This design comes from an exercise in tuning for small area, a short achievable clock period and few clock cycles per item on the open sky130 flow, not from production work. Where RTL was checked, it was by simulation tests only, not by an equivalence proof against the original. For runs 3 to 6, only the layout was checked, not whether the RTL still works.

File: flow/flow/run.sh
#!/bin/bash
# Standard layout with plain buffers on the ports; timing repair aims
# SETUP_MARGIN ns beyond the clock period.
set -o pipefail
export BUFFER_PORTS_ARGS="-buffer_cell sky130_fd_sc_hd__buf_1"
bash standard.sh SETUP_SLACK_MARGIN=9.5 finish 2>&1 | tee standard_flow.log
File: flow/config.mk
export PLATFORM = sky130hd
export DESIGN_NAME = kitten_fabric_tile
export DESIGN_NICKNAME = kitten_fabric_tile
export VERILOG_FILES = /design/flow/design.v
export SDC_FILE = /design/flow/constraint.sdc
export NUM_CORES = 4
export LEC_CHECK = 0
export CAP_MARGIN = 40
export CORE_MARGIN = 2
export CORE_UTILIZATION = 55
export CTS_BUF_LIST = sky130_fd_sc_hd__clkbuf_4
export SLEW_MARGIN = 60
File: flow/constraint.sdc
create_clock -name core_clock -period 14.0 [get_ports {clk}]
set_input_delay 2.8000 -clock core_clock [delete_from_list [all_inputs] [get_ports {clk}]]
set_output_delay 2.8000 -clock core_clock [all_outputs]
set_load 0.01 [all_outputs]
File: flow/design.v
`timescale 1ns / 1ps
`default_nettype none
module booth_csa (
    input  wire [7:0]  NEG,
    input  wire [7:0]  ONE,
    input  wire [7:0]  TWO,
    input  wire [16:0] B,
    output wire [32:0] S,
    output wire [32:0] C
);
    wire [17:0] bx  = {B[16], B};
    wire [17:0] bx2 = {B, 1'b0};
    wire [17:0] pp0r = (({18{ONE[0]}} & bx) | ({18{TWO[0]}} & bx2)) ^ {18{NEG[0]}};
    wire [17:0] pp0 = {~pp0r[17], pp0r[16:0]};
    wire [17:0] pp1r = (({18{ONE[1]}} & bx) | ({18{TWO[1]}} & bx2)) ^ {18{NEG[1]}};
    wire [17:0] pp1 = {~pp1r[17], pp1r[16:0]};
    wire [17:0] pp2r = (({18{ONE[2]}} & bx) | ({18{TWO[2]}} & bx2)) ^ {18{NEG[2]}};
    wire [17:0] pp2 = {~pp2r[17], pp2r[16:0]};
    wire [17:0] pp3r = (({18{ONE[3]}} & bx) | ({18{TWO[3]}} & bx2)) ^ {18{NEG[3]}};
    wire [17:0] pp3 = {~pp3r[17], pp3r[16:0]};
    wire [17:0] pp4r = (({18{ONE[4]}} & bx) | ({18{TWO[4]}} & bx2)) ^ {18{NEG[4]}};
    wire [17:0] pp4 = {~pp4r[17], pp4r[16:0]};
    wire [17:0] pp5r = (({18{ONE[5]}} & bx) | ({18{TWO[5]}} & bx2)) ^ {18{NEG[5]}};
    wire [17:0] pp5 = {~pp5r[17], pp5r[16:0]};
    wire [17:0] pp6r = (({18{ONE[6]}} & bx) | ({18{TWO[6]}} & bx2)) ^ {18{NEG[6]}};
    wire [17:0] pp6 = {~pp6r[17], pp6r[16:0]};
    wire [17:0] pp7r = (({18{ONE[7]}} & bx) | ({18{TWO[7]}} & bx2)) ^ {18{NEG[7]}};
    wire [17:0] pp7 = {~pp7r[17], pp7r[16:0]};
    wire hs0 = pp0[10] ^ pp1[8];
    wire hc0 = pp0[10] & pp1[8];
    wire hs1 = pp0[11] ^ pp1[9];
    wire hc1 = pp0[11] & pp1[9];
    wire fs0 = pp0[12] ^ pp1[10] ^ pp2[8];
    wire fc0 = (pp0[12] & pp1[10]) | (pp0[12] & pp2[8]) | (pp1[10] & pp2[8]);
    wire hs2 = pp3[6] ^ pp4[4];
    wire hc2 = pp3[6] & pp4[4];
    wire fs1 = pp0[13] ^ pp1[11] ^ pp2[9];
    wire fc1 = (pp0[13] & pp1[11]) | (pp0[13] & pp2[9]) | (pp1[11] & pp2[9]);
    wire hs3 = pp3[7] ^ pp4[5];
    wire hc3 = pp3[7] & pp4[5];
    wire fs2 = pp0[14] ^ pp1[12] ^ pp2[10];
    wire fc2 = (pp0[14] & pp1[12]) | (pp0[14] & pp2[10]) | (pp1[12] & pp2[10]);
    wire fs3 = pp3[8] ^ pp4[6] ^ pp5[4];
    wire fc3 = (pp3[8] & pp4[6]) | (pp3[8] & pp5[4]) | (pp4[6] & pp5[4]);
    wire hs4 = pp6[2] ^ pp7[0];
    wire hc4 = pp6[2] & pp7[0];
    wire fs4 = pp0[15] ^ pp1[13] ^ pp2[11];
    wire fc4 = (pp0[15] & pp1[13]) | (pp0[15] & pp2[11]) | (pp1[13] & pp2[11]);
    wire fs5 = pp3[9] ^ pp4[7] ^ pp5[5];
    wire fc5 = (pp3[9] & pp4[7]) | (pp3[9] & pp5[5]) | (pp4[7] & pp5[5]);
    wire hs5 = pp6[3] ^ pp7[1];
    wire hc5 = pp6[3] & pp7[1];
    wire fs6 = pp0[16] ^ pp1[14] ^ pp2[12];
    wire fc6 = (pp0[16] & pp1[14]) | (pp0[16] & pp2[12]) | (pp1[14] & pp2[12]);
    wire fs7 = pp3[10] ^ pp4[8] ^ pp5[6];
    wire fc7 = (pp3[10] & pp4[8]) | (pp3[10] & pp5[6]) | (pp4[8] & pp5[6]);
    wire hs6 = pp6[4] ^ pp7[2];
    wire hc6 = pp6[4] & pp7[2];
    wire fs8 = pp0[17] ^ pp1[15] ^ pp2[13];
    wire fc8 = (pp0[17] & pp1[15]) | (pp0[17] & pp2[13]) | (pp1[15] & pp2[13]);
    wire fs9 = pp3[11] ^ pp4[9] ^ pp5[7];
    wire fc9 = (pp3[11] & pp4[9]) | (pp3[11] & pp5[7]) | (pp4[9] & pp5[7]);
    wire hs7 = pp6[5] ^ pp7[3];
    wire hc7 = pp6[5] & pp7[3];
    wire fs10 = pp1[16] ^ pp2[14] ^ pp3[12];
    wire fc10 = (pp1[16] & pp2[14]) | (pp1[16] & pp3[12]) | (pp2[14] & pp3[12]);
    wire fs11 = pp4[10] ^ pp5[8] ^ pp6[6];
    wire fc11 = (pp4[10] & pp5[8]) | (pp4[10] & pp6[6]) | (pp5[8] & pp6[6]);
    wire fs12 = pp1[17] ^ pp2[15] ^ pp3[13];
    wire fc12 = (pp1[17] & pp2[15]) | (pp1[17] & pp3[13]) | (pp2[15] & pp3[13]);
    wire hs8 = pp4[11] ^ pp5[9];
    wire hc8 = pp4[11] & pp5[9];
    wire fs13 = pp2[16] ^ pp3[14] ^ pp4[12];
    wire fc13 = (pp2[16] & pp3[14]) | (pp2[16] & pp4[12]) | (pp3[14] & pp4[12]);
    wire hs9 = pp2[17] ^ pp3[15];
    wire hc9 = pp2[17] & pp3[15];
    wire hs10 = pp0[6] ^ pp1[4];
    wire hc10 = pp0[6] & pp1[4];
    wire hs11 = pp0[7] ^ pp1[5];
    wire hc11 = pp0[7] & pp1[5];
    wire fs14 = pp0[8] ^ pp1[6] ^ pp2[4];
    wire fc14 = (pp0[8] & pp1[6]) | (pp0[8] & pp2[4]) | (pp1[6] & pp2[4]);
    wire hs12 = pp3[2] ^ pp4[0];
    wire hc12 = pp3[2] & pp4[0];
    wire fs15 = pp0[9] ^ pp1[7] ^ pp2[5];
    wire fc15 = (pp0[9] & pp1[7]) | (pp0[9] & pp2[5]) | (pp1[7] & pp2[5]);
    wire hs13 = pp3[3] ^ pp4[1];
    wire hc13 = pp3[3] & pp4[1];
    wire fs16 = pp2[6] ^ pp3[4] ^ pp4[2];
    wire fc16 = (pp2[6] & pp3[4]) | (pp2[6] & pp4[2]) | (pp3[4] & pp4[2]);
    wire fs17 = pp5[0] ^ NEG[5] ^ hs0;
    wire fc17 = (pp5[0] & NEG[5]) | (pp5[0] & hs0) | (NEG[5] & hs0);
    wire fs18 = pp2[7] ^ pp3[5] ^ pp4[3];
    wire fc18 = (pp2[7] & pp3[5]) | (pp2[7] & pp4[3]) | (pp3[5] & pp4[3]);
    wire fs19 = pp5[1] ^ hs1 ^ hc0;
    wire fc19 = (pp5[1] & hs1) | (pp5[1] & hc0) | (hs1 & hc0);
    wire fs20 = pp5[2] ^ pp6[0] ^ NEG[6];
    wire fc20 = (pp5[2] & pp6[0]) | (pp5[2] & NEG[6]) | (pp6[0] & NEG[6]);
    wire fs21 = fs0 ^ hs2 ^ hc1;
    wire fc21 = (fs0 & hs2) | (fs0 & hc1) | (hs2 & hc1);
    wire fs22 = pp5[3] ^ pp6[1] ^ fs1;
    wire fc22 = (pp5[3] & pp6[1]) | (pp5[3] & fs1) | (pp6[1] & fs1);
    wire fs23 = hs3 ^ fc0 ^ hc2;
    wire fc23 = (hs3 & fc0) | (hs3 & hc2) | (fc0 & hc2);
    wire fs24 = NEG[7] ^ fs2 ^ fs3;
    wire fc24 = (NEG[7] & fs2) | (NEG[7] & fs3) | (fs2 & fs3);
    wire fs25 = hs4 ^ fc1 ^ hc3;
    wire fc25 = (hs4 & fc1) | (hs4 & hc3) | (fc1 & hc3);
    wire fs26 = fs4 ^ fs5 ^ hs5;
    wire fc26 = (fs4 & fs5) | (fs4 & hs5) | (fs5 & hs5);
    wire fs27 = fc2 ^ fc3 ^ hc4;
    wire fc27 = (fc2 & fc3) | (fc2 & hc4) | (fc3 & hc4);
    wire fs28 = fs6 ^ fs7 ^ hs6;
    wire fc28 = (fs6 & fs7) | (fs6 & hs6) | (fs7 & hs6);
    wire fs29 = fc4 ^ fc5 ^ hc5;
    wire fc29 = (fc4 & fc5) | (fc4 & hc5) | (fc5 & hc5);
    wire fs30 = fs8 ^ fs9 ^ hs7;
    wire fc30 = (fs8 & fs9) | (fs8 & hs7) | (fs9 & hs7);
    wire fs31 = fc6 ^ fc7 ^ hc6;
    wire fc31 = (fc6 & fc7) | (fc6 & hc6) | (fc7 & hc6);
    wire fs32 = pp7[4] ^ fs10 ^ fs11;
    wire fc32 = (pp7[4] & fs10) | (pp7[4] & fs11) | (fs10 & fs11);
    wire fs33 = fc8 ^ fc9 ^ hc7;
    wire fc33 = (fc8 & fc9) | (fc8 & hc7) | (fc9 & hc7);
    wire fs34 = pp6[7] ^ pp7[5] ^ fs12;
    wire fc34 = (pp6[7] & pp7[5]) | (pp6[7] & fs12) | (pp7[5] & fs12);
    wire fs35 = hs8 ^ fc10 ^ fc11;
    wire fc35 = (hs8 & fc10) | (hs8 & fc11) | (fc10 & fc11);
    wire fs36 = pp5[10] ^ pp6[8] ^ pp7[6];
    wire fc36 = (pp5[10] & pp6[8]) | (pp5[10] & pp7[6]) | (pp6[8] & pp7[6]);
    wire fs37 = fs13 ^ fc12 ^ hc8;
    wire fc37 = (fs13 & fc12) | (fs13 & hc8) | (fc12 & hc8);
    wire fs38 = pp4[13] ^ pp5[11] ^ pp6[9];
    wire fc38 = (pp4[13] & pp5[11]) | (pp4[13] & pp6[9]) | (pp5[11] & pp6[9]);
    wire fs39 = pp7[7] ^ hs9 ^ fc13;
    wire fc39 = (pp7[7] & hs9) | (pp7[7] & fc13) | (hs9 & fc13);
    wire fs40 = pp3[16] ^ pp4[14] ^ pp5[12];
    wire fc40 = (pp3[16] & pp4[14]) | (pp3[16] & pp5[12]) | (pp4[14] & pp5[12]);
    wire fs41 = pp6[10] ^ pp7[8] ^ hc9;
    wire fc41 = (pp6[10] & pp7[8]) | (pp6[10] & hc9) | (pp7[8] & hc9);
    wire fs42 = pp3[17] ^ pp4[15] ^ pp5[13];
    wire fc42 = (pp3[17] & pp4[15]) | (pp3[17] & pp5[13]) | (pp4[15] & pp5[13]);
    wire hs14 = pp6[11] ^ pp7[9];
    wire hc14 = pp6[11] & pp7[9];
    wire fs43 = pp4[16] ^ pp5[14] ^ pp6[12];
    wire fc43 = (pp4[16] & pp5[14]) | (pp4[16] & pp6[12]) | (pp5[14] & pp6[12]);
    wire hs15 = pp4[17] ^ pp5[15];
    wire hc15 = pp4[17] & pp5[15];
    wire hs16 = pp0[4] ^ pp1[2];
    wire hc16 = pp0[4] & pp1[2];
    wire hs17 = pp0[5] ^ pp1[3];
    wire hc17 = pp0[5] & pp1[3];
    wire fs44 = pp2[2] ^ pp3[0] ^ NEG[3];
    wire fc44 = (pp2[2] & pp3[0]) | (pp2[2] & NEG[3]) | (pp3[0] & NEG[3]);
    wire fs45 = pp2[3] ^ pp3[1] ^ hs11;
    wire fc45 = (pp2[3] & pp3[1]) | (pp2[3] & hs11) | (pp3[1] & hs11);
    wire fs46 = NEG[4] ^ fs14 ^ hs12;
    wire fc46 = (NEG[4] & fs14) | (NEG[4] & hs12) | (fs14 & hs12);
    wire fs47 = fs15 ^ hs13 ^ fc14;
    wire fc47 = (fs15 & hs13) | (fs15 & fc14) | (hs13 & fc14);
    wire fs48 = fs16 ^ fs17 ^ fc15;
    wire fc48 = (fs16 & fs17) | (fs16 & fc15) | (fs17 & fc15);
    wire fs49 = fs18 ^ fs19 ^ fc16;
    wire fc49 = (fs18 & fs19) | (fs18 & fc16) | (fs19 & fc16);
    wire fs50 = fs20 ^ fs21 ^ fc18;
    wire fc50 = (fs20 & fs21) | (fs20 & fc18) | (fs21 & fc18);
    wire fs51 = fs22 ^ fs23 ^ fc20;
    wire fc51 = (fs22 & fs23) | (fs22 & fc20) | (fs23 & fc20);
    wire fs52 = fs24 ^ fs25 ^ fc22;
    wire fc52 = (fs24 & fs25) | (fs24 & fc22) | (fs25 & fc22);
    wire fs53 = fs26 ^ fs27 ^ fc24;
    wire fc53 = (fs26 & fs27) | (fs26 & fc24) | (fs27 & fc24);
    wire fs54 = fs28 ^ fs29 ^ fc26;
    wire fc54 = (fs28 & fs29) | (fs28 & fc26) | (fs29 & fc26);
    wire fs55 = fs30 ^ fs31 ^ fc28;
    wire fc55 = (fs30 & fs31) | (fs30 & fc28) | (fs31 & fc28);
    wire fs56 = fs32 ^ fs33 ^ fc30;
    wire fc56 = (fs32 & fs33) | (fs32 & fc30) | (fs33 & fc30);
    wire fs57 = fs34 ^ fs35 ^ fc32;
    wire fc57 = (fs34 & fs35) | (fs34 & fc32) | (fs35 & fc32);
    wire fs58 = fs36 ^ fs37 ^ fc34;
    wire fc58 = (fs36 & fs37) | (fs36 & fc34) | (fs37 & fc34);
    wire fs59 = fs38 ^ fs39 ^ fc36;
    wire fc59 = (fs38 & fs39) | (fs38 & fc36) | (fs39 & fc36);
    wire fs60 = fs40 ^ fs41 ^ fc38;
    wire fc60 = (fs40 & fs41) | (fs40 & fc38) | (fs41 & fc38);
    wire fs61 = fs42 ^ hs14 ^ fc40;
    wire fc61 = (fs42 & hs14) | (fs42 & fc40) | (hs14 & fc40);
    wire fs62 = pp7[10] ^ fs43 ^ fc42;
    wire fc62 = (pp7[10] & fs43) | (pp7[10] & fc42) | (fs43 & fc42);
    wire fs63 = pp6[13] ^ pp7[11] ^ hs15;
    wire fc63 = (pp6[13] & pp7[11]) | (pp6[13] & hs15) | (pp7[11] & hs15);
    wire fs64 = pp5[16] ^ pp6[14] ^ pp7[12];
    wire fc64 = (pp5[16] & pp6[14]) | (pp5[16] & pp7[12]) | (pp6[14] & pp7[12]);
    wire hs18 = pp5[17] ^ pp6[15];
    wire hc18 = pp5[17] & pp6[15];
    wire hs19 = pp0[2] ^ pp1[0];
    wire hc19 = pp0[2] & pp1[0];
    wire hs20 = pp0[3] ^ pp1[1];
    wire hc20 = pp0[3] & pp1[1];
    wire fs65 = pp2[0] ^ NEG[2] ^ hs16;
    wire fc65 = (pp2[0] & NEG[2]) | (pp2[0] & hs16) | (NEG[2] & hs16);
    wire fs66 = pp2[1] ^ hs17 ^ hc16;
    wire fc66 = (pp2[1] & hs17) | (pp2[1] & hc16) | (hs17 & hc16);
    wire fs67 = hs10 ^ fs44 ^ hc17;
    wire fc67 = (hs10 & fs44) | (hs10 & hc17) | (fs44 & hc17);
    wire fs68 = hc10 ^ fs45 ^ fc44;
    wire fc68 = (hc10 & fs45) | (hc10 & fc44) | (fs45 & fc44);
    wire fs69 = hc11 ^ fs46 ^ fc45;
    wire fc69 = (hc11 & fs46) | (hc11 & fc45) | (fs46 & fc45);
    wire fs70 = hc12 ^ fs47 ^ fc46;
    wire fc70 = (hc12 & fs47) | (hc12 & fc46) | (fs47 & fc46);
    wire fs71 = hc13 ^ fs48 ^ fc47;
    wire fc71 = (hc13 & fs48) | (hc13 & fc47) | (fs48 & fc47);
    wire fs72 = fc17 ^ fs49 ^ fc48;
    wire fc72 = (fc17 & fs49) | (fc17 & fc48) | (fs49 & fc48);
    wire fs73 = fc19 ^ fs50 ^ fc49;
    wire fc73 = (fc19 & fs50) | (fc19 & fc49) | (fs50 & fc49);
    wire fs74 = fc21 ^ fs51 ^ fc50;
    wire fc74 = (fc21 & fs51) | (fc21 & fc50) | (fs51 & fc50);
    wire fs75 = fc23 ^ fs52 ^ fc51;
    wire fc75 = (fc23 & fs52) | (fc23 & fc51) | (fs52 & fc51);
    wire fs76 = fc25 ^ fs53 ^ fc52;
    wire fc76 = (fc25 & fs53) | (fc25 & fc52) | (fs53 & fc52);
    wire fs77 = fc27 ^ fs54 ^ fc53;
    wire fc77 = (fc27 & fs54) | (fc27 & fc53) | (fs54 & fc53);
    wire fs78 = fc29 ^ fs55 ^ fc54;
    wire fc78 = (fc29 & fs55) | (fc29 & fc54) | (fs55 & fc54);
    wire fs79 = fc31 ^ fs56 ^ fc55;
    wire fc79 = (fc31 & fs56) | (fc31 & fc55) | (fs56 & fc55);
    wire fs80 = fc33 ^ fs57 ^ fc56;
    wire fc80 = (fc33 & fs57) | (fc33 & fc56) | (fs57 & fc56);
    wire fs81 = fc35 ^ fs58 ^ fc57;
    wire fc81 = (fc35 & fs58) | (fc35 & fc57) | (fs58 & fc57);
    wire fs82 = fc37 ^ fs59 ^ fc58;
    wire fc82 = (fc37 & fs59) | (fc37 & fc58) | (fs59 & fc58);
    wire fs83 = fc39 ^ fs60 ^ fc59;
    wire fc83 = (fc39 & fs60) | (fc39 & fc59) | (fs60 & fc59);
    wire fs84 = fc41 ^ fs61 ^ fc60;
    wire fc84 = (fc41 & fs61) | (fc41 & fc60) | (fs61 & fc60);
    wire fs85 = hc14 ^ fs62 ^ fc61;
    wire fc85 = (hc14 & fs62) | (hc14 & fc61) | (fs62 & fc61);
    wire fs86 = fc43 ^ fs63 ^ fc62;
    wire fc86 = (fc43 & fs63) | (fc43 & fc62) | (fs63 & fc62);
    wire fs87 = hc15 ^ fs64 ^ fc63;
    wire fc87 = (hc15 & fs64) | (hc15 & fc63) | (fs64 & fc63);
    wire fs88 = pp7[13] ^ hs18 ^ fc64;
    wire fc88 = (pp7[13] & hs18) | (pp7[13] & fc64) | (hs18 & fc64);
    wire fs89 = pp6[16] ^ pp7[14] ^ hc18;
    wire fc89 = (pp6[16] & pp7[14]) | (pp6[16] & hc18) | (pp7[14] & hc18);
    wire hs21 = pp6[17] ^ pp7[15];
    wire hc21 = pp6[17] & pp7[15];
    assign S = {1'b0, pp7[17], pp7[16], hs21, fs89, fs88, fs87, fs86, fs85, fs84, fs83, fs82, fs81, fs80, fs79, fs78, fs77, fs76, fs75, fs74, fs73, fs72, fs71, fs70, fs69, fs68, fs67, fs66, fs65, hs20, NEG[1], pp0[1], pp0[0]};
    assign C = {1'b0, 1'b0, hc21, fc89, fc88, fc87, fc86, fc85, fc84, fc83, fc82, fc81, fc80, fc79, fc78, fc77, fc76, fc75, fc74, fc73, fc72, fc71, fc70, fc69, fc68, fc67, fc66, fc65, hc20, hc19, hs19, 1'b0, NEG[0]};
endmodule
`default_nettype wire
`timescale 1ns / 1ps
`default_nettype none
module kitten_fabric_tile #(
    parameter N_PRE       = 4096,
    parameter N_POST      = 4096,
    parameter ADDRW_PRE   = 13,
    parameter ADDRW_CSR   = 18,
    parameter ADDRW_POST  = 12,
    parameter PACK_WIDTH  = 8,
    parameter BRAM_DELAY  = 1
) (
    input  wire                  clk,
    input  wire                  rst,
    input  wire                  i_step_start,
    input  wire                  i_proj_done,
    output wire                  o_step_done,
    input  wire                  i_pre_spike_valid,
    input  wire [15:0]           i_pre_spike_idx,
    input  wire                  i_pre_spike,
    output wire                  o_pre_spike_ready,
    output wire                  o_post_spike_valid,
    output wire [PACK_WIDTH-1:0] o_post_spike_data,
    input  wire                  i_post_spike_ready,
    output wire [ADDRW_PRE-1:0]  o_indptr_addr,
    input  wire [31:0]           i_indptr_data,
    output wire [ADDRW_CSR-1:0]  o_indices_addr,
    input  wire [31:0]           i_indices_data,
    output wire [ADDRW_CSR-1:0]  o_values_addr,
    input  wire [15:0]           i_values_q_data,
    input  wire [15:0]           i_scale_q,
    output wire [ADDRW_POST-1:0] o_I_addr,
    output wire                  o_I_we,
    output wire [31:0]           o_I_din,
    input  wire [31:0]           i_I_dout,
    output wire [ADDRW_POST-1:0] o_v_addr,
    output wire                  o_v_we,
    output wire [31:0]           o_v_din,
    input  wire [31:0]           i_v_dout,
    input  wire [15:0]           i_alpha,
    input  wire [15:0]           i_v_th
);
    localparam [1:0] F_IDLE = 2'd0;    
    localparam [1:0] F_P0   = 2'd1;    
    localparam [1:0] F_P1   = 2'd2;    
    localparam [1:0] F_IT   = 2'd3;    
    reg         proj, pop, done;    
    reg  [1:0]  fe;
    reg         ph;
    reg         rdy;
    reg  [12:0] pa;          
    reg  [18:0] k;           
    reg  [18:0] kend;        
    reg         sp;          
    reg  [2:0]  ev;          
    reg  [3:0]  sv;          
    reg  [7:0]  NEG, ONE, TWO;    
    reg  [16:0] B;           
    reg  [15:0] vh;
    reg  [32:0] S, C;        
    reg         c14;         
    reg         phm, phs, phc, phd, phe;    
    reg  [31:0] rd;          
    reg  [31:0] acc;
    reg  [31:0] D;           
    reg  [11:0] AD;          
    reg  [11:0] aw;          
    reg         I_we, v_we;
    reg  [8:0]  pk;          
    reg  [7:0]  ow;
    reg         owv;
    reg         pdv;         
    wire idle = !(proj || pop || done);
    assign o_step_done        = done;
    assign o_pre_spike_ready  = rdy;
    assign o_post_spike_valid = owv;
    assign o_post_spike_data  = ow;
    assign o_indptr_addr      = pa;
    assign o_indices_addr     = k[17:0];
    assign o_values_addr      = k[17:0];
    assign o_I_addr           = AD;
    assign o_v_addr           = AD;
    assign o_I_we             = I_we;
    assign o_v_we             = v_we;
    assign o_I_din            = D & {32{proj}};
    assign o_v_din            = D;
    wire [18:0] k1       = k + 19'd1;
    wire        hasr     = (k != kend);
    wire        lastr    = (k1 == kend);
    wire        issue    = !ph && ((fe == F_P1) || ((fe == F_IT) && hasr));
    wire        kill     = (fe == F_IT) && ph && sp && !hasr;
    wire        acc_ev   = i_pre_spike_valid && rdy &&
                           (proj || (idle && i_step_start));
    wire        proj_idle = (fe == F_IDLE) && !(|ev) && !I_we;
    wire        go_pop    = proj && proj_idle && pdv;
    wire [32:0] s_n, c_n;
    booth_csa u_mul (.NEG(NEG), .ONE(ONE), .TWO(TWO), .B(B), .S(s_n), .C(c_n));
    wire [15:0] a_in = pop ? i_alpha : i_values_q_data;
    wire [16:0] a_x  = {a_in, 1'b0};
    reg  [7:0]  neg_n, one_n, two_n;
    integer q;
    always @(*) begin
        for (q = 0; q < 8; q = q + 1) begin
            neg_n[q] = a_x[2*q+2] & ~(a_x[2*q+1] & a_x[2*q]);
            one_n[q] = a_x[2*q+1] ^ a_x[2*q];
            two_n[q] = (a_x[2*q+2] & ~a_x[2*q+1] & ~a_x[2*q]) |
                       (~a_x[2*q+2] & a_x[2*q+1] & a_x[2*q]);
        end
    end
    wire [14:0] c14_t = {1'b0, s_n[13:0]} + {1'b0, c_n[13:0]};
    wire [31:0] ys    = phs ? {13'd0, S[32:14]} : {S[29:0], 2'b00};
    wire [31:0] yc    = phc ? {13'd0, C[32:14]} : {C[29:0], 2'b00};
    wire [31:0] kc    = phm ? (32'd0 - 32'd174760) : (32'd0 - (32'd21845 << 19));
    wire [31:0] xo    = phm ? rd : acc;
    wire [31:0] sum   = xo + kc + ys + yc + {31'd0, phm & c14};
    wire [31:0] th    = {{16{kend[15]}}, kend[15:0]};
    wire [32:0] dif33 = {acc[31], acc} - {th[31], th};
    wire [31:0] dif   = dif33[31:0];
    wire        spk   = !dif33[32];
    wire [31:0] vnew  = spk ? dif : acc;
    wire        fwd   = !pop && I_we && (AD == aw);
    wire        rd_issue = !k[12] && !((k[2:0] == 3'd7) && owv);
    always @(posedge clk or posedge rst) begin
        if (rst) begin
            proj <= 1'b0;
            pop  <= 1'b0;
            done <= 1'b0;
            fe   <= F_IDLE;
            ph   <= 1'b0;
            phm  <= 1'b0;
            phs  <= 1'b0;
            phc  <= 1'b0;
            phd  <= 1'b0;
            phe  <= 1'b0;
            rdy  <= 1'b1;
            sp   <= 1'b0;
            ev   <= 3'd0;
            sv   <= 4'd0;
            I_we <= 1'b0;
            v_we <= 1'b0;
            owv  <= 1'b0;
            pdv  <= 1'b0;
        end else begin
            pdv <= i_proj_done && !i_pre_spike_valid;
            ph  <= !ph;
            phm <= !phm;
            phs <= !phs;
            phc <= !phc;
            phd <= !phd;
            phe <= !phe;
            ev <= {ev[1], ev[0] && !kill, issue};
            if (idle && i_step_start) proj <= 1'b1;
            if (go_pop) begin
                proj <= 1'b0;
                pop  <= 1'b1;
            end
            if (pop && k[12] && !(|sv) && !v_we && !owv) begin
                pop  <= 1'b0;
                done <= 1'b1;
            end
            if (done && !i_step_start) done <= 1'b0;
            case (fe)
                F_P0: fe <= F_P1;
                F_P1: begin
                    fe <= F_IT;
                    sp <= !ph;
                end
                F_IT: begin
                    if (!ph) begin
                        if (rdy) fe <= F_IDLE;
                    end else begin
                        sp <= 1'b0;
                        if (!hasr || (sp && lastr)) begin
                            fe  <= F_IDLE;
                            rdy <= 1'b1;
                        end else if (lastr && !sp) begin
                            rdy <= 1'b1;
                        end
                    end
                end
                default: ;
            endcase
            if (acc_ev) begin
                if (i_pre_spike) begin
                    fe  <= F_P0;
                    rdy <= 1'b0;
                end else begin
                    fe  <= F_IDLE;
                end
            end
            if (pop) begin
                if (ph) begin
                    I_we <= rd_issue;
                    v_we <= 1'b0;
                    sv   <= {sv[2:0], rd_issue};
                    if (sv[2]) begin
                        if (pk[1]) owv <= 1'b1;
                    end
                end else begin
                    I_we <= 1'b0;
                    v_we <= sv[3];
                end
            end else begin
                I_we <= ph ? ev[2] : 1'b0;
                v_we <= 1'b0;
                sv   <= 4'd0;
            end
            if (owv && i_post_spike_ready) owv <= 1'b0;
        end
    end
    always @(posedge clk) begin
        pa <= rdy ? i_pre_spike_idx[12:0] : pa + 13'd1;
        if (go_pop)
            k <= 19'd0;
        else if (pop) begin
            if (ph && rd_issue) k <= k1;
        end else if (fe == F_P0)
            k <= i_indptr_data[18:0];
        else if ((fe == F_IT) && (ph ? (sp && hasr) : hasr))
            k <= k1;
        if (pop)
            kend <= {3'd0, i_v_th};
        else if (fe == F_P1)
            kend <= i_indptr_data[18:0];
        if (!phe) begin
            NEG <= neg_n;
            ONE <= one_n;
            TWO <= two_n;
        end
        if (pop) B <= phd ? {1'b0, i_v_dout[15:0]} : {vh[15], vh};
        else     B <= {1'b0, i_scale_q};
        vh <= i_v_dout[31:16];
        S  <= s_n;
        c14 <= c14_t[14];
        C  <= c_n;
        if (pop ? phd : !phd) rd <= fwd ? D : i_I_dout;
        acc <= sum;
        if (phd) D <= pop ? vnew : sum;
        if (pop) begin
            if (ph) begin
                AD <= k[11:0];
            end else begin
                AD <= aw;
                if (sv[3]) aw <= aw + 12'd1;
            end
        end else begin
            if (ph) begin
                AD <= aw;
                aw <= AD;
            end else begin
                AD <= i_indices_data[11:0];
            end
            if (go_pop) aw <= 12'd0;
        end
        if (!pop) pk <= 9'h100;
        else if (ph && sv[2]) begin
            if (pk[1]) begin
                ow <= {spk, pk[8:2]};
                pk <= 9'h100;
            end else begin
                pk <= {spk, pk[8:1]};
            end
        end
    end
endmodule
`default_nettype wire
File: flow/standard.sh
#!/bin/bash
# synth_recipe.tcl (not shown) runs the flow's synth.tcl, then flattens the netlist and writes it again
# the make line also repeats each setting of config.mk as NAME=value (left out here)
make -C /OpenROAD-flow-scripts/flow DESIGN_CONFIG=/design/flow/config.mk WORK_HOME=/design/flow/orfs CLKGATE_MAP_FILE= SYNTH_SCRIPT=/design/flow/synth_recipe.tcl "${@:-finish}"
==> flow_summary.ini, run 1 <==
[clocking]
insertion_delay_ns = 0.86
clk_pin_slew_worst_paths_ns = 0.07
clockBufferDepth = 3
ctsHoldBuffers = 0
cts_sinks = 331
h-tree-depth = 3
cts_made_buffers = 90
clock-root-buffer = clkbuf_4
cts_tree = yes

[synth]
synthAdderAreaFrac_pct = 17.6
muxShareOfSynthArea_pct = 7.49
synth_xor_area_share_pct = 9.63
syn_area_um2 = 24100
synth_top_family_by_area = adder cells
synthSimpleGateAreaFrac_pct = 10.5
ys.flop_type = dfxtp_1
ys_async_sr_fraction_pct = 7.25
ys_ff_latch = 331
synth_area_per_cell_um2 = 9.61
synth_cell_type_count = 78
synth_nets = 2980
synth_compound_area_share_pct = 14.0
yosys_warnings = 1
synth_cells = 2506
synth_edf_count = 124
ys_seq_area_share_pct = 33.2

[cells_and_area]
nets = 3259
drive_gt1_share_pct = 14.6
final_cell_mix = buf_1 (298), inv_1 (206), nand2_1 (200)
multi_input_area_um2 = 14500
area_delta_synth_final_pct = 13.4
final_common_cell = buf_1
n_fill_cell = 3802
ff_latch_area_um2 = 8050

[timing]
hold_violations = 0
finalSetupTns_ns = 0
max_freq_ghz = 0.217
worstMarginPinSlew_ns = 0.597
final_max_slew_viol_count = 0
slew_headroom_pct = 59.1
final.period_utilization_pct = 32.9
fin_skew_ns = 0.0651
setup_ws_ns = 9.39
setup_viol = 0
fin_crit_ns = 4.61
rsz0062_at_grt = true

[setup_path]
r2r_cells = 15
critPathMaxFanout = 17
critPathKind = reg2out
startpoint_type = flip-flop
ff2ff_setup_slack_ns = 9.53
cp_slowest_cell = dfrtp_4
r2r_end = D[31]
cp-end-kind = primary output
timing.rr.start = phm
path_buf_inv = 2
crit_path_cell_trace = buf_12, and2_1, clkbuf_2
worstPathArrival_ns = 1.81
critPathTopFamily = flip-flops
crit_required_ns = 11.20
critPathMaxStageDelay_ns = 0.50

[detailed_routing]
drt_iter0_drc = 1497
vias_per_cell = 5.58
drcViolationCount = 0
wl_mm = 66.9
final_antenna_net_count = 0
via_count = 19257
wl_per_cell_um = 19.4
firstDrtPassIters = 5

[floorplan]
rows = 76
die_w_um = 213
die-area_um2 = 45500
initial_core_util_pct = 55.8
ioPinCount = 365
fp.dieH_um = 213
fp.coreArea_um2 = 43200

[hold_path]
holdPathEnd = ev[2]
min_path_type = reg2reg
whs_path_depth = 0
worstHoldStart = ev[1]

[status]
outcome = complete, no violations

[flow_run]
cap_viol_max_count = 0

[global_route]
overflow = 0
grt_max_degree = 60
antenna_found_initial = 4
grt_first_pass_wirelength_mm = 103
grt_usage_pct = 29.5
first_global_vias = 18724

[place]
place_congestion = 0.956
dp_hpwl_mm = 49.5
port_buffers = 328
dp_slack_ns = 8.76
## repair_timing
action,in CTS,in global routing
setup endpoints to repair,77,45
resized for setup,32,48
gates cloned,0,0
buffers inserted,20,5
pin swaps,9,9
## how the worst max path moves through the flow
stage               start          end  slack [ns]  cells past startpoint
floorplan             phm        D[31]        9.51                     16
global placement      phm        D[26]        8.57                     14
detailed placement    phm        D[26]        8.76                     14
CTS                  proj  o_I_din[15]        9.37                      3
global route         proj   o_I_din[9]        9.32                      3
finish               proj  o_I_din[30]        9.39                      3
## per-stage QoR
step           instances  util [%]  area, um2  hold slack [ns]
2_1_floorplan       2506         -      24200            0.355
3_3_place_gp        3220      58.5      25200            0.378
3_5_place_dp        3249      59.2      25600            0.374
4_1_cts             3438      62.7      27100            0.398
5_1_grt             3451      63.3      27300            0.413
6_report            3453      63.3      27300            0.405
## final cells by class
type / instances / area share (%)
clock buffer: 135 / 3.71
tap: 585 / 2.68
multi-input combinational: 1745 / 53.2
clock inverter: 34 / 0.760
inverter: 213 / 2.97
timing repair buffer: 404 / 7.15
antenna: 6 / 0.0550
sequential: 331 / 29.5
## layer usage
layer	share of wire (%)	GRT usage, %
met5	0.022	0
met4	3.4	11.4
met3	6.9	5.53
met2	45	46.1
met1	44	40.6
## sequential cells by signal, summed over array words and instances (netlist names), 2 cells and up
name  cells
ev        3
ONE       8
AD       12
vh       16
fe        2
rd       32
NEG       8
D        32
B        17
pa       13
C        30
k        19
sv        4
ow        8
aw       12
pk        8
TWO       8
acc      32
kend     19
S        32
## cell usage after synthesis (all sizes together), types with 8 or more instances
cell | n | area [um2]
a31oi | 26 | 163
or3 | 10 | 62.6
clkbuf | 135 | 510
mux2 | 67 | 754
xor2 | 102 | 893
nand4 | 11 | 68.8
a21oi | 103 | 519
nand2 | 202 | 758
nor2b | 18 | 113
o21bai | 8 | 60.1
a21o | 26 | 195
o21ai | 95 | 475
dfrtp | 23 | 576
a211oi | 24 | 190
ha | 126 | 1580
fa | 133 | 2660
dfxtp | 183 | 3660
nor4 | 8 | 62.6
nor3 | 24 | 125
and3 | 19 | 119
o31ai | 14 | 110
nor2 | 129 | 484
and2 | 42 | 263
inv | 212 | 796
nand3 | 43 | 225
edfxtp | 124 | 3720
a22oi | 142 | 1070
buf | 82 | 504
xnor2 | 163 | 1430
mux2i | 105 | 1050
o21a | 13 | 97.6
## logic make-up after synthesis
logic type	Yosys count
xor gates and xnor gates	265
muxes	172
adders and majority gates	259
and+or+nand+nor	541
buffers and inverters	430
AOI/OAI and AO/OA	508
DFF	331
Testbench counts, summed over its fixed seeds: cycles 332,068, steps 24.
==> inputs of run 2 (changes only) <==
--- a/flow/config.mk
+++ b/flow/config.mk
@@ -9,4 +9,3 @@
 export CORE_MARGIN = 2
 export CORE_UTILIZATION = 55
-export CTS_BUF_LIST = sky130_fd_sc_hd__clkbuf_4
 export SLEW_MARGIN = 60
==> run 2 against run 1 <==
Effect of this change:
- final cell count shrank 2.8%
- sequential share of layout area fell by 0.070 points
- critical endpoint is now o_pre_spike_ready
- worst hold slack got worse by 0.0073 ns
- wire length fell by 1.3%
- fmax up 3.8%
- synthesized area is the same
- final area hardly changed
==> flow_summary.ini, run 2 <==
[detailed_routing]
vias_per_cell = 5.58
wl_per_cell_um = 19.7
firstDrtPassIters = 6
wl_mm = 66.1
via_count = 18737
final_antenna_net_count = 0
drcViolationCount = 0
drt_iter0_drc = 1327

[clocking]
cts_tree = yes
clockBufferDepth = 3
clk_pin_slew_worst_paths_ns = 0.06
cts_made_buffers = 39
h-tree-depth = 2
clock-root-buffer = clkbuf_16
ctsHoldBuffers = 0
insertion_delay_ns = 0.57
cts_sinks = 331

[cells_and_area]
n_fill_cell = 3735
final_cell_mix = buf_1 (328), inv_1 (206), nand2_1 (200)
final_area_um2 = 27300
multi_input_area_um2 = 14500
antennaDiodeCount = 0
ff_latch_area_um2 = 8040
final_common_cell = buf_1
fin_cells = 3355
area_delta_synth_final_pct = 13.5
drive_gt1_share_pct = 10.9
nets = 3213

[setup_path]
crit_required_ns = 11.20
cp-end-kind = primary output
path_buf_inv = 1
startpoint_type = flip-flop
worstPathArrival_ns = 1.64
crit_path_cell_trace = buf_1
cp_slowest_cell = dfstp_2
critPathTopFamily = flip-flops
critPathKind = reg2out
critPathMaxFanout = 29
critPathMaxStageDelay_ns = 0.87

[timing]
finalSetupTns_ns = 0
worstMarginPinSlew_ns = 0.615
max_freq_ghz = 0.225
slew_headroom_pct = 57.8
fin_skew_ns = 0.0176
rsz0062_at_grt = true
final.period_utilization_pct = 31.7
setup_viol = 0
fin_crit_ns = 4.44
hold_violations = 0
final_max_slew_viol_count = 0

[place]
place_inst = 3249
place_congestion = 0.956
dp_hpwl_mm = 49.5
port_buffers = 328
placed_area_um2 = 25600

[synth]
synth_cell_type_count = 78
post-synth-top-count-cell = inv_1
yosysTopAreaCell = edfxtp_1
yosys_warnings = 1
ys.flop_type = dfxtp_1
syn_area_um2 = 24100
synth_cells = 2506
ys_ff_latch = 331
synthTopCellsByCount = inv_1 (211), nand2_1 (202), dfxtp_1 (183)
ys_async_sr_fraction_pct = 7.25
synth_edf_count = 124
synth_area_per_cell_um2 = 9.61
synth.top_cell.area_share_pct = 15.5
ys_seq_area_share_pct = 33.2
synth_nets = 2980
synthTopCellsByArea = edfxtp_1 (15%), dfxtp_1 (15%), fa_1 (11%)

[flow_run]
cap_viol_max_count = 0

[global_route]
first_global_vias = 18213
grt_max_degree = 60
overflow = 0
grt_first_pass_wirelength_mm = 102
antenna_found_initial = 1
grt_usage_pct = 28.9

[floorplan]
ioPinCount = 365
fp.coreArea_um2 = 43200
initial_core_util_pct = 55.8
fp.dieH_um = 213
rows = 76
die-area_um2 = 45500
die_w_um = 213

[hold_path]
min_path_type = reg2reg

[status]
outcome = complete, no violations
## run 2: cell count changes in the layout (fill, tap and decap cells not counted), moves of 5 or more
cell,before,now
clkbuf_4,135,0
clkbuf_16,0,40
buf_1,298,328
clkbuf_2,30,0
clkinv_1,23,1
buf_4,59,67
dfxtp_1,157,165
dfxtp_2,26,18
diode_2,6,0
clkbuf_1,0,5
## run 2: repair_timing
action / in CTS / in global routing
resized for setup: 17 / 18
endpoints found under the setup margin: 28 / 42
setup buffers: 15 / 16
pin swaps: 7 / 10
## run 2: kinds of logic after synthesis
group / share of synthesized area, %
buffers and inverters: 7.53
flip-flops: 33.2
AO/OA/AOI/OAI: 14.0
XOR/XNOR: 9.63
adder cells (fa/ha/maj): 17.6
multiplexers: 7.49
AND/OR/NAND/NOR: 10.5
## run 2: worst paths after layout
path,from,to,depth (start not counted),slack [ns]
setup / recovery,rdy,o_pre_spike_ready,1,9.56
hold / removal,ev[1],ev[2],0,0.40
setup reg to reg,phm,D[31],15,9.57
hold reg to reg,ev[1],ev[2],0,0.40
max in group asynchronous,rst,phm,3,11.33
min in group asynchronous,rst,phe,3,2.30
## run 2: area by class of cell
| class | instances | area share, % |
|---|---|---|
| Clock buffer | 49 | 3.93 |
| Clock inverter | 23 | 0.851 |
| Inverter | 213 | 2.97 |
| Multi-Input combinational cell | 1745 | 53.1 |
| Sequential cell | 331 | 29.4 |
| Tap cell | 585 | 2.68 |
| Timing Repair Buffer | 409 | 7.06 |
## run 2: routing by layer
layer	up-vias	part of all wire, %	wire length [um]	global-route usage (%)
li1	9030	-	-	-
met1	8912	45	30000	40.7
met2	682	45	29800	45.8
met3	113	6.1	4030	3.57
met4	0	3.3	2180	10.6
met5	-	0	0	0
## run 2: stage by stage
step | setup slack [ns] | hold WS, ns | utilization (%)
3_3_place_gp | 8.57 | 0.378 | 58.5
2_1_floorplan | 9.51 | 0.355 | -
4_1_cts | 9.51 | 0.395 | 62.7
5_1_grt | 9.43 | 0.409 | 63.3
3_5_place_dp | 8.76 | 0.374 | 59.2
6_report | 9.56 | 0.398 | 63.3
==> inputs of run 3 (changes only) <==
--- a/flow/design.v
+++ b/flow/design.v
@@ -308,4 +308,5 @@
     reg  [18:0] kend;        
     reg         sp;          
+    reg         izero;       
     reg  [2:0]  ev;          
     reg  [3:0]  sv;          
@@ -338,5 +339,5 @@
     assign o_I_we             = I_we;
     assign o_v_we             = v_we;
-    assign o_I_din            = D & {32{proj}};
+    assign o_I_din            = izero ? 32'd0 : D;
     assign o_v_din            = D;
     wire [18:0] k1       = k + 19'd1;
@@ -390,4 +391,5 @@
             rdy  <= 1'b1;
             sp   <= 1'b0;
+            izero <= 1'b0;
             ev   <= 3'd0;
             sv   <= 4'd0;
@@ -415,4 +417,5 @@
             end
             if (done && !i_step_start) done <= 1'b0;
+            izero <= pop || go_pop;
             case (fe)
                 F_P0: fe <= F_P1;
@@ -465,5 +468,5 @@
     end
     always @(posedge clk) begin
-        pa <= rdy ? i_pre_spike_idx[12:0] : pa + 13'd1;
+        pa <= (fe == F_P0) ? pa + 13'd1 : i_pre_spike_idx[12:0];
         if (go_pop)
             k <= 19'd0;
==> run 3 against run 2 <==
Effect of this change:
- die area increased by 0.54%
- worst hold slack improved by 0.0061 ns
- via count increased by 0.53%
- final area increased by 0.54%
- core utilization increased by 0.20 points
- wire length decreased by 0.28%
- non-clock buffer count increased by 1
- sequential cell count increased by 1
- fmax increased by 0.94%
- synthesized cell count about the same
- critical endpoint is now o_I_din[0]
==> flow_summary.ini, run 3 <==
[status]
outcome = complete, no violations

[synth]
syn_area_um2 = 24200
ys_async_sr_fraction_pct = 7.53
yosys_warnings = 1
synth_edf_count = 124
synth_area_per_cell_um2 = 9.67
ys_ff_latch = 332
yosysTopAreaCell = edfxtp_1
post-synth-top-count-cell = inv_1
ys.flop_type = dfxtp_1
synth.top_cell.area_share_pct = 15.4
synthTopCellsByCount = inv_1 (215), dfxtp_1 (183), nand2_1 (165)
synth_nets = 2979
synth_cell_type_count = 87
synthTopCellsByArea = edfxtp_1 (15%), dfxtp_1 (15%), fa_1 (11%)
ys_seq_area_share_pct = 33.1
synth_cells = 2505

[floorplan]
ioPinCount = 365
initial_core_util_pct = 56.0
fp.coreArea_um2 = 43300
fp.dieH_um = 214
rows = 76
die_w_um = 214
die-area_um2 = 45700

[clocking]
cts_sinks = 332
cts_made_buffers = 39
clk_pin_slew_worst_paths_ns = 0.06
h-tree-depth = 2
insertion_delay_ns = 0.58
clockBufferDepth = 3
clock-root-buffer = clkbuf_16
cts_tree = yes

[cells_and_area]
fin_cells = 3361
area_delta_synth_final_pct = 13.5
n_fill_cell = 3678
nets = 3218
final_common_cell = buf_1
drive_gt1_share_pct = 10.3
final_cell_mix = buf_1 (328), inv_1 (209), dfxtp_1 (164), nand2_1 (164), xnor2_1 (152)

[detailed_routing]
via_count = 18836
wl_mm = 65.9
drt_iter0_drc = 1238
final_antenna_net_count = 0
vias_per_cell = 5.60
drcViolationCount = 0
firstDrtPassIters = 6
wl_per_cell_um = 19.6

[setup_path]
startpoint_type = flip-flop
crit_path_cell_trace = nor2b_2, buf_1
critPathKind = reg2out
crit_required_ns = 11.20
critPathMaxStageDelay_ns = 0.63
worstPathArrival_ns = 1.59
critPathMaxFanout = 32
cp-end-kind = primary output
cp_slowest_cell = dfrtp_4

[timing]
fin_crit_ns = 4.39
slew_headroom_pct = 61.9
max_freq_ghz = 0.228
setup_ws_ns = 9.61
hold_violations = 0
final.period_utilization_pct = 31.4
finalSetupTns_ns = 0
whs_ns = 0.404
rsz0062_at_grt = true
worstMarginPinSlew_ns = 0.563
fin_skew_ns = 0.0163
setup_viol = 0
final_max_slew_viol_count = 0

[global_route]
overflow = 0
antenna_found_initial = 1
first_global_vias = 18438
grt_first_pass_wirelength_mm = 102
grt_usage_pct = 28.8
grt_max_degree = 55

[place]
dp_hpwl_mm = 49.5
place_inst = 3251
port_buffers = 328
place_congestion = 0.913
dp_slack_ns = 8.98

[flow_run]
cap_viol_max_count = 0

[hold_path]
min_path_type = reg2reg
[run 3: cell count changes after synthesis, moves of 13 or more]
cell	before	now
a21oi_1	102	124
a31oi_1	26	12
and2_1	42	12
mux2_2	67	54
mux2i_1	105	123
nand2_1	202	165
nor2b_1	18	60
o21ai_1	4	19
[run 3: critical path, delay by kind of cell, from the launching register on]
kind | cells | cell delay, ns
DFF | 1 | 0.63
and+or+nand+nor | 1 | 0.22
buffers and inverters | 1 | 0.17
[run 3: logic make-up (layout without fill, tap and decap cells)]
kind of cell,after synthesis,count (layout),share of synthesized area [%]
AND/OR/NAND/NOR,520,520,10.3
adder cells (fa/ha/maj),259,259,17.5
AO/OA/AOI/OAI,516,516,14.0
buffers and inverters,428,698,7.50
multiplexers,189,189,8.15
XOR/XNOR,261,261,9.44
other,0,1,0
flip-flops,332,332,33.1
[run 3: layer usage]
metal  GRT usage, %  part of all wire [%]  vias to the layer above
li1               -                     -                     9067
met5              0                     0                        -
met4           10.5                   3.2                        0
met2           45.6                    46                      696
met1           40.4                    45                     8938
met3           4.17                   6.0                      135
[run 3: what timing repair did]
| item | in CTS | in global routing |
|---|---|---|
| setup buffers | 17 | 14 |
| gates cloned | 0 | 1 |
| pin swaps | 2 | 7 |
| hold buffers | 0 | 0 |
| setup endpoints to repair | 22 | 11 |
| gates resized for setup | 12 | 20 |
[run 3: final timing paths]
path                       slack [ns]    endpoint  cells after the start   from
setup / recovery                 9.61  o_I_din[0]                      2  izero
hold / removal                   0.40       ev[2]                      0  ev[1]
setup reg to reg                 9.63       D[30]                     15    phm
hold reg to reg                  0.40       ev[2]                      0  ev[1]
max in group asynchronous       11.50         rdy                      2    rst
min in group asynchronous        2.20         phe                      2    rst
[run 3: layout make-up]
cell class / count / area [um2] / area share (%)
Inverter: 216 / 825 / 3.00
Timing Repair Buffer: 410 / 2030 / 7.40
Sequential cell: 332 / 8060 / 29.3
Clock buffer: 54 / 1070 / 3.91
Clock inverter: 18 / 164 / 0.596
Multi-Input combinational cell: 1745 / 14600 / 53.1
Tap cell: 585 / 732 / 2.66
Antenna cell: 1 / 2.50 / 0.00910
[run 3: per-stage QoR]
stage | instance area (um2) | utilization [%]
after global placement | 25300 | 58.5
after floorplan | 24300 | -
after global routing | 27500 | 63.5
after CTS | 27100 | 62.7
after detailed placement | 25700 | 59.3
final | 27500 | 63.5
==> inputs of run 4 (changes only) <==
--- a/flow/config.mk
+++ b/flow/config.mk
@@ -9,3 +9,5 @@
 export CORE_MARGIN = 2
 export CORE_UTILIZATION = 55
+export CTS_CLUSTER_DIAMETER = 100
+export CTS_CLUSTER_SIZE = 30
 export SLEW_MARGIN = 60
==> run 4 against run 3 <==
Effect of this change:
- worst setup slack got worse by 0.0022 ns
- worst hold slack better by 0.014 ns
- synthesized cell count did not move
- critical path depth up 14
==> flow_summary.ini, run 4 <==
[setup_path]
cp-end-kind = flip-flop
startpoint_type = flip-flop
r2r_end = D[30]
worstPathArrival_ns = 4.71
critPathMaxFanout = 12
path_buf_inv = 3
r2r_cells = 16
critPathTopFamily = adder cells
crit_path_cell_trace = buf_4, clkinvlp_4, nand2_1, fa_1, inv_1, fa_1, ha_2, a21o_1, a21o_1, a21o_1, a31o_2, or4_1, o211ai_1, o21ai_1, xor2_1, a2bb2oi_2
crit_required_ns = 14.31
critPathKind = reg2reg
cp_slowest_cell = dfrtp_4
timing.rr.start = phs
ff2ff_setup_slack_ns = 9.60
critPathMaxStageDelay_ns = 0.57
startpoint = phs
crit_top_cell = a21o_1

[global_route]
overflow = 0
antenna_found_initial = 2
first_global_vias = 18190
grt_max_degree = 55
grt_usage_pct = 28.3
grt_first_pass_wirelength_mm = 101

[place]
dp_hpwl_mm = 49.5
place_inst = 3251
place_congestion = 0.913
port_buffers = 328

[timing]
fin_crit_ns = 4.40
max_freq_ghz = 0.227
final_max_slew_viol_count = 0
rsz0062_at_grt = true
slew_headroom_pct = 59.9
fin_skew_ns = 0.0226
worstMarginPinSlew_ns = 0.593
final.period_utilization_pct = 31.4
setup_viol = 0
hold_violations = 0
finalSetupTns_ns = 0

[synth]
yosys_warnings = 1
ys.flop_type = dfxtp_1
ys_seq_area_share_pct = 33.1
ys_async_sr_fraction_pct = 7.53
synth_nets = 2979
ys_ff_latch = 332
synthTopCellsByArea = edfxtp_1 (15%), dfxtp_1 (15%), fa_1 (11%)
synth_cell_type_count = 87
yosysTopAreaCell = edfxtp_1
syn_area_um2 = 24200
synth_cells = 2505
synth_area_per_cell_um2 = 9.67
synth_edf_count = 124
synth.top_cell.area_share_pct = 15.4
post-synth-top-count-cell = inv_1
synthTopCellsByCount = inv_1 (215), dfxtp_1 (183), nand2_1 (165)

[clocking]
cts_sinks = 332
h-tree-depth = 1
insertion_delay_ns = 0.56
cts_tree = yes
clock-root-buffer = clkbuf_16
clockBufferDepth = 3
cts_made_buffers = 16
clk_pin_slew_worst_paths_ns = 0.12

[floorplan]
fp.dieH_um = 214
initial_core_util_pct = 56.0
ioPinCount = 365
die_w_um = 214
fp.coreArea_um2 = 43300
die-area_um2 = 45700
rows = 76

[detailed_routing]
drt_iter0_drc = 1201
via_count = 18690
final_antenna_net_count = 0
wl_per_cell_um = 19.7
firstDrtPassIters = 7
vias_per_cell = 5.63
drcViolationCount = 0
wl_mm = 65.3

[hold_path]
holdPathEnd = ev[2]
worstHoldStart = ev[1]
min_path_type = reg2reg
whs_path_depth = 0

[cells_and_area]
drive_gt1_share_pct = 9.30
final_common_cell = buf_1
utilization_pct = 61.9
area_delta_synth_final_pct = 10.5
nets = 3196
fin_cells = 3319
final_cell_mix = buf_1 (328), inv_1 (209), dfxtp_1 (164), nand2_1 (164), xnor2_1 (151)

[flow_run]
cap_viol_max_count = 0

[status]
outcome = complete, no violations
-- run 4: cell counts after synthesis --
Identical to the previous run, type by type.
-- run 4: routing by layer --
metal / up-vias / track usage [%] / part of all wire, %
met5: - / 0 / 0
met4: 0 / 8.67 / 2.9
met3: 111 / 3.35 / 5.7
met2: 661 / 45.5 / 46
met1: 8926 / 40.2 / 45
li1: 8992 / - / -
-- run 4: area by class of cell --
cell class | instances | area (um2)
clock buffers | 20 | 415
inverters | 216 | 825
diodes | 2 | 5.00
repair buffers | 411 | 2030
multi-input cells | 1745 | 14600
well taps | 585 | 732
clock inverters | 8 | 86.3
flip-flops and latches | 332 | 8060
fillers | 3724 | 16500
-- run 4: cells by family (layout without fill, tap and decap cells) --
logic type,Yosys count,in the layout,share of synthesized area [%]
adder cells (fa/ha/maj),259,259,17.5
multiplexers,189,189,8.15
other,0,2,0
AO/OA/AOI/OAI,516,516,14.0
flip-flops,332,332,33.1
XOR/XNOR,261,261,9.44
buffers and inverters,428,655,7.50
AND/OR/NAND/NOR,520,520,10.3
-- run 4: worst max path at each step --
| stage | end | slack (ns) | cells past startpoint |
|---|---|---|---|
| CTS | o_I_din[10] | 9.49 | 3 |
| floorplan | D[30] | 9.50 | 16 |
| detailed placement | D[30] | 8.98 | 14 |
| finish | D[30] | 9.60 | 16 |
| global route | D[30] | 9.38 | 15 |
| global placement | D[30] | 8.95 | 15 |
-- run 4: repair_timing --
action                     CTS  global route
hold buffers                 0             0
gates resized for setup     11            22
setup endpoints to repair   24            27
cloned                       0             1
setup buffers               17            17
pin swaps                    2             9
hold endpoints to repair     0             0
-- run 4: through the flow --
step | hold slack, ns | instance area [um2] | setup WS, ns
floorplan | 0.355 | 24300 | 9.50
global placement | 0.394 | 25300 | 8.95
detailed placement | 0.378 | 25700 | 8.98
CTS | 0.405 | 26400 | 9.49
global route | 0.416 | 26800 | 9.38
finish | 0.418 | 26800 | 9.60
==> inputs of run 5 (changes only) <==
--- a/flow/config.mk
+++ b/flow/config.mk
@@ -10,4 +10,4 @@
 export CORE_UTILIZATION = 55
 export CTS_CLUSTER_DIAMETER = 100
-export CTS_CLUSTER_SIZE = 30
+export CTS_CLUSTER_SIZE = 22
 export SLEW_MARGIN = 60
==> run 5 against run 4 <==
Effect of this change:
- global-route usage grew 0.071 points
- sequential cell count is the same
- via count shrank 0.25%
- fmax shrank 0.44%
- critical path type unchanged
- synthesized area is the same
- clock skew grew 0.011 ns
==> flow_summary.ini, run 5 <==
[timing]
rsz0062_at_grt = true
final_max_slew_viol_count = 0
fin_skew_ns = 0.0335
fin_crit_ns = 4.42
whs_ns = 0.386
hold_violations = 0
worstMarginPinSlew_ns = 0.592
finalSetupTns_ns = 0
final.period_utilization_pct = 31.5
setup_viol = 0
slew_headroom_pct = 60.0
max_freq_ghz = 0.226

[global_route]
first_global_vias = 18216
overflow = 0
grt_usage_pct = 28.4
grt_max_degree = 55
grt_first_pass_wirelength_mm = 101
antenna_found_initial = 1

[place]
dp_hpwl_mm = 49.5
place_inst = 3251
placed_area_um2 = 25700
port_buffers = 328
place_congestion = 0.913

[setup_path]
critPathMaxFanout = 14
critPathKind = reg2reg
critPathMaxStageDelay_ns = 0.51
cp_slowest_cell = dfrtp_2
crit_path_cell_trace = buf_12, mux2i_1, fa_1, fa_1, inv_1, ha_2, o21ai_1, a21oi_1, o41ai_2, o211ai_1, a311o_1, o211ai_1, o21ai_1, xor2_1, a2bb2oi_2
cp-end-kind = flip-flop
worstPathArrival_ns = 4.74
crit_required_ns = 14.32
startpoint_type = flip-flop
critPathTopFamily = compound AO/OA/AOI/OAI gates
path_buf_inv = 2

[floorplan]
ioPinCount = 365
die_w_um = 214
fp.coreArea_um2 = 43300
fp.dieH_um = 214
rows = 76
initial_core_util_pct = 56.0
die-area_um2 = 45700

[synth]
post-synth-top-count-cell = inv_1
ys_ff_latch = 332
yosysTopAreaCell = edfxtp_1
ys_async_sr_fraction_pct = 7.53
syn_area_um2 = 24200
synthTopCellsByCount = inv_1 (215), dfxtp_1 (183), nand2_1 (165)
synthTopCellsByArea = edfxtp_1 (15%), dfxtp_1 (15%), fa_1 (11%)
ys.flop_type = dfxtp_1
synth_area_per_cell_um2 = 9.67
synth_cell_type_count = 87
yosys_warnings = 1
synth_nets = 2979
synth_edf_count = 124
synth_cells = 2505
ys_seq_area_share_pct = 33.1
synth.top_cell.area_share_pct = 15.4

[clocking]
cts_tree = yes
clk_pin_slew_worst_paths_ns = 0.10
ctsHoldBuffers = 0
insertion_delay_ns = 0.58
clock-root-buffer = clkbuf_16
h-tree-depth = 1
clockBufferDepth = 3
cts_sinks = 332
cts_made_buffers = 20

[detailed_routing]
wl_mm = 65.3
vias_per_cell = 5.62
drt_iter0_drc = 1166
wl_per_cell_um = 19.7
final_antenna_net_count = 0
drcViolationCount = 0
firstDrtPassIters = 8
via_count = 18643

[hold_path]
min_path_type = reg2reg

[cells_and_area]
final_common_cell = buf_1
nets = 3193
area_delta_synth_final_pct = 10.9
final_area_um2 = 26900
fin_cells = 3319
drive_gt1_share_pct = 9.11
final_cell_mix = buf_1 (328), inv_1 (209), dfxtp_1 (164), nand2_1 (164), xnor2_1 (151)

[status]
outcome = complete, no violations

[flow_run]
cap_viol_max_count = 0
[run 5: routing by layer]
| metal | wire length (um) | GRT usage, % | vias up | part of all wire, % |
|---|---|---|---|---|
| met5 | 0 | 0 | - | 0 |
| li1 | - | - | 8980 | - |
| met1 | 29700 | 40.1 | 8881 | 45 |
| met4 | 1820 | 8.31 | 0 | 2.8 |
| met2 | 30000 | 45.8 | 668 | 46 |
| met3 | 3870 | 3.81 | 114 | 5.9 |
[run 5: path summary, 6_finish.rpt]
path	from	endpoint	slack (ns)	depth (start not counted)
worst min register to register	ev[1]	ev[2]	0.39	0
worst min-delay path	ev[1]	ev[2]	0.39	0
worst max-delay path	phm	D[30]	9.58	15
min in group asynchronous	rst	phd	2.19	2
worst max register to register	phm	D[30]	9.58	15
max in group asynchronous	rst	rdy	11.48	2
[run 5: layout make-up]
type	instances	area (um2)
Multi-Input combinational cell	1745	14600
Fill cell	3723	16400
Clock buffer	32	567
Antenna cell	1	2.50
Clock inverter	4	57.6
Tap cell	585	732
Inverter	216	825
Timing Repair Buffer	404	1980
Sequential cell	332	8060
[run 5: timing repair]
| item | CTS | global route |
|---|---|---|
| resized for setup | 12 | 25 |
| pin swaps | 2 | 9 |
| endpoints found under the setup margin | 24 | 20 |
| buffers inserted | 18 | 8 |
| cloned | 0 | 1 |
[run 5: cell families after synthesis]
kind of cell / Yosys count / share of synthesized area (%)
and+or+nand+nor: 520 / 10.3
AOI/OAI and AO/OA: 516 / 14.0
buffers and inverters: 428 / 7.50
DFF: 332 / 33.1
xor gates and xnor gates: 261 / 9.44
adders and majority gates: 259 / 17.5
muxes: 189 / 8.15
[run 5: metrics by stage]
| stage | util [%] | setup slack, ns |
|---|---|---|
| floorplan | - | 9.50 |
| global placement | 58.5 | 8.95 |
| detailed placement | 59.3 | 8.98 |
| CTS | 61.3 | 9.50 |
| global route | 62.1 | 9.33 |
| finish | 62.1 | 9.58 |
[run 5: worst register-to-register path, delay by kind of cell, from the launching register on]
| kind | cells | cell delay, ns |
|---|---|---|
| AO/OA/AOI/OAI | 8 | 1.72 |
| buffers and inverters | 2 | 0.24 |
| adder cells (fa/ha/maj) | 3 | 1.30 |
| flip-flops | 1 | 0.51 |
| multiplexers | 1 | 0.20 |
| XOR/XNOR | 1 | 0.19 |
==> inputs of run 6 (changes only) <==
--- a/flow/config.mk
+++ b/flow/config.mk
@@ -11,3 +11,4 @@
 export CTS_CLUSTER_DIAMETER = 100
 export CTS_CLUSTER_SIZE = 22
+export GPL_TIMING_DRIVEN = 1
 export SLEW_MARGIN = 60
==> run 6 against run 5 <==
Effect of this change:
- still clean
- register-to-register slack barely moved
- synthesized area stayed put
- via count unchanged
- die area is the same
- wire length did not move
- critical path type unchanged
==> flow_summary.ini, run 6 <==
[status]
outcome = complete, no violations

[hold_path]
worstHoldStart = ev[1]
whs_path_depth = 0
holdPathEnd = ev[2]
min_path_type = reg2reg

[synth]
ys_ff_latch = 332
ys_seq_area_share_pct = 33.1
ys.flop_type = dfxtp_1
synth_area_per_cell_um2 = 9.67
syn_area_um2 = 24200
synth_edf_count = 124
synth.top_cell.area_share_pct = 15.4
synth_cells = 2505
synth_nets = 2979
post-synth-top-count-cell = inv_1
synthTopCellsByArea = edfxtp_1 (15%), dfxtp_1 (15%), fa_1 (11%)
yosys_warnings = 1
ys_async_sr_fraction_pct = 7.53
synth_cell_type_count = 87
yosysTopAreaCell = edfxtp_1
synthTopCellsByCount = inv_1 (215), dfxtp_1 (183), nand2_1 (165)

[setup_path]
r2r_end = D[30]
crit_required_ns = 14.32
timing.rr.start = phm
startpoint = phm
worstPathArrival_ns = 4.74
critPathMaxStageDelay_ns = 0.51
cp-end-kind = flip-flop
critPathTopFamily = compound AO/OA/AOI/OAI gates
ff2ff_setup_slack_ns = 9.58
crit_path_cell_trace = buf_12, mux2i_1, fa_1, fa_1, inv_1, ha_2, o21ai_1, a21oi_1, o41ai_2, o211ai_1, a311o_1, o211ai_1, o21ai_1, xor2_1, a2bb2oi_2
critPathKind = reg2reg
path_buf_inv = 2
startpoint_type = flip-flop
critPathMaxFanout = 14
cp_slowest_cell = dfrtp_2
r2r_cells = 15

[timing]
worstMarginPinSlew_ns = 0.592
rsz0062_at_grt = true
fin_crit_ns = 4.42
setup_viol = 0
final_max_slew_viol_count = 0
hold_violations = 0
max_freq_ghz = 0.226
final.period_utilization_pct = 31.5
slew_headroom_pct = 60.0
fin_skew_ns = 0.0335
finalSetupTns_ns = 0
setup_ws_ns = 9.58

[floorplan]
rows = 76
initial_core_util_pct = 56.0
fp.coreArea_um2 = 43300
die-area_um2 = 45700
die_w_um = 214
fp.dieH_um = 214
ioPinCount = 365

[detailed_routing]
vias_per_cell = 5.62
final_antenna_net_count = 0
wl_mm = 65.3
via_count = 18643
wl_per_cell_um = 19.7
drcViolationCount = 0
drt_iter0_drc = 1166
firstDrtPassIters = 8

[clocking]
cts_made_buffers = 20
clockBufferDepth = 3
cts_sinks = 332
clock-root-buffer = clkbuf_16
cts_tree = yes
h-tree-depth = 1
insertion_delay_ns = 0.58
clk_pin_slew_worst_paths_ns = 0.10

[place]
dp_hpwl_mm = 49.5
place_congestion = 0.913
placed_area_um2 = 25700
place_inst = 3251
dp_slack_ns = 8.98
port_buffers = 328

[global_route]
antenna_found_initial = 1
overflow = 0
first_global_vias = 18216
grt_max_degree = 55
grt_usage_pct = 28.4
grt_first_pass_wirelength_mm = 101

[cells_and_area]
final_area_um2 = 26900
nets = 3193
area_delta_synth_final_pct = 10.9
fin_cells = 3319
drive_gt1_share_pct = 9.11
final_cell_mix = buf_1 (328), inv_1 (209), dfxtp_1 (164), nand2_1 (164), xnor2_1 (151)
final_common_cell = buf_1

[flow_run]
cap_viol_max_count = 0
-- run 6: per-stage QoR --
stage          hold slack (ns)  utilization, %
2_1_floorplan            0.355               -
3_3_place_gp             0.394            58.5
3_5_place_dp             0.378            59.3
4_1_cts                  0.387            61.3
5_1_grt                  0.397            62.1
6_report                 0.386            62.1
-- run 6: kinds of logic after synthesis --
kind of cell             share of synthesized area (%)
XOR/XNOR                                          9.44
AND/OR/NAND/NOR                                   10.3
flip-flops                                        33.1
multiplexers                                      8.15
adder cells (fa/ha/maj)                           17.5
AO/OA/AOI/OAI                                     14.0
buffers and inverters                             7.50
-- run 6: final cells by class --
type                            instances  area, um2
Antenna cell                            1       2.50
Clock buffer                           32        567
Multi-Input combinational cell       1745      14600
Timing Repair Buffer                  404       1980
Fill cell                            3723      16400
Sequential cell                       332       8060
Inverter                              216        825
Tap cell                              585        732
Clock inverter                          4       57.6
-- run 6: worst max-delay path by stage --
stage | endpoint | slack, ns | depth (start not counted)
2_1_floorplan | D[30] | 9.50 | 16
3_3_place_gp | D[30] | 8.95 | 15
3_5_place_dp | D[30] | 8.98 | 14
4_1_cts | D[30] | 9.50 | 15
5_1_grt | D[31] | 9.33 | 16
6_report | D[30] | 9.58 | 15
-- run 6: routing by layer --
layer / global-route usage, % / vias up / wire (um)
li1: - / 8980 / -
met1: 40.1 / 8881 / 29700
met2: 45.8 / 668 / 30000
met3: 3.81 / 114 / 3870
met4: 8.31 / 0 / 1820
met5: 0 / - / 0
-- run 6: timing repair --
item | in CTS | in global routing
gates resized for setup | 12 | 25
endpoints found under the setup margin | 24 | 20
pin swaps | 2 | 9
gates cloned | 0 | 1
hold buffers | 0 | 0
buffers inserted | 18 | 8

port drivers added, routing unchanged:
The results above use ideal ports. As a check the final layouts listed here were re-extracted and re-timed, cells and wires unchanged. Step 1, drivers: a clkbuf_16 drives clk and a buf_2 each remaining input, both assumed. Step 2 also shifts input and output timing later by t, the mid clock arrival at the registers, as if the neighbouring blocks saw the same clock. Three values: ideal ports, drivers, drivers and shift; two values: the first two.
| run | t (ns) | setup WS [ns] | worst setup path after step 2 | latest minus earliest clock arrival (ns) | worst slew at a driven data input, ns |
|---|---|---|---|---|---|
| run 1 | 0.887 | 9.394 / 9.339 / 9.529 | register to register | 0.065 / 0.065 | 0.07 |
| run 2 | 0.621 | 9.564 / 9.503 / 9.565 | register to register | 0.019 / 0.019 | 0.06 |
| run 3 | 0.628 | 9.605 / 9.548 / 9.626 | register to register | 0.017 / 0.016 | 0.07 |
| run 4 | 0.607 | 9.603 / 9.580 / 9.603 | register to register | 0.022 / 0.023 | 0.07 |
| run 5 | 0.619 | 9.584 / 9.537 / 9.584 | register to register | 0.034 / 0.033 | 0.08 |
| run 6 | 0.619 | 9.584 / 9.537 / 9.584 | register to register | 0.034 / 0.033 | 0.08 |
After both steps every run listed still meets setup and hold.
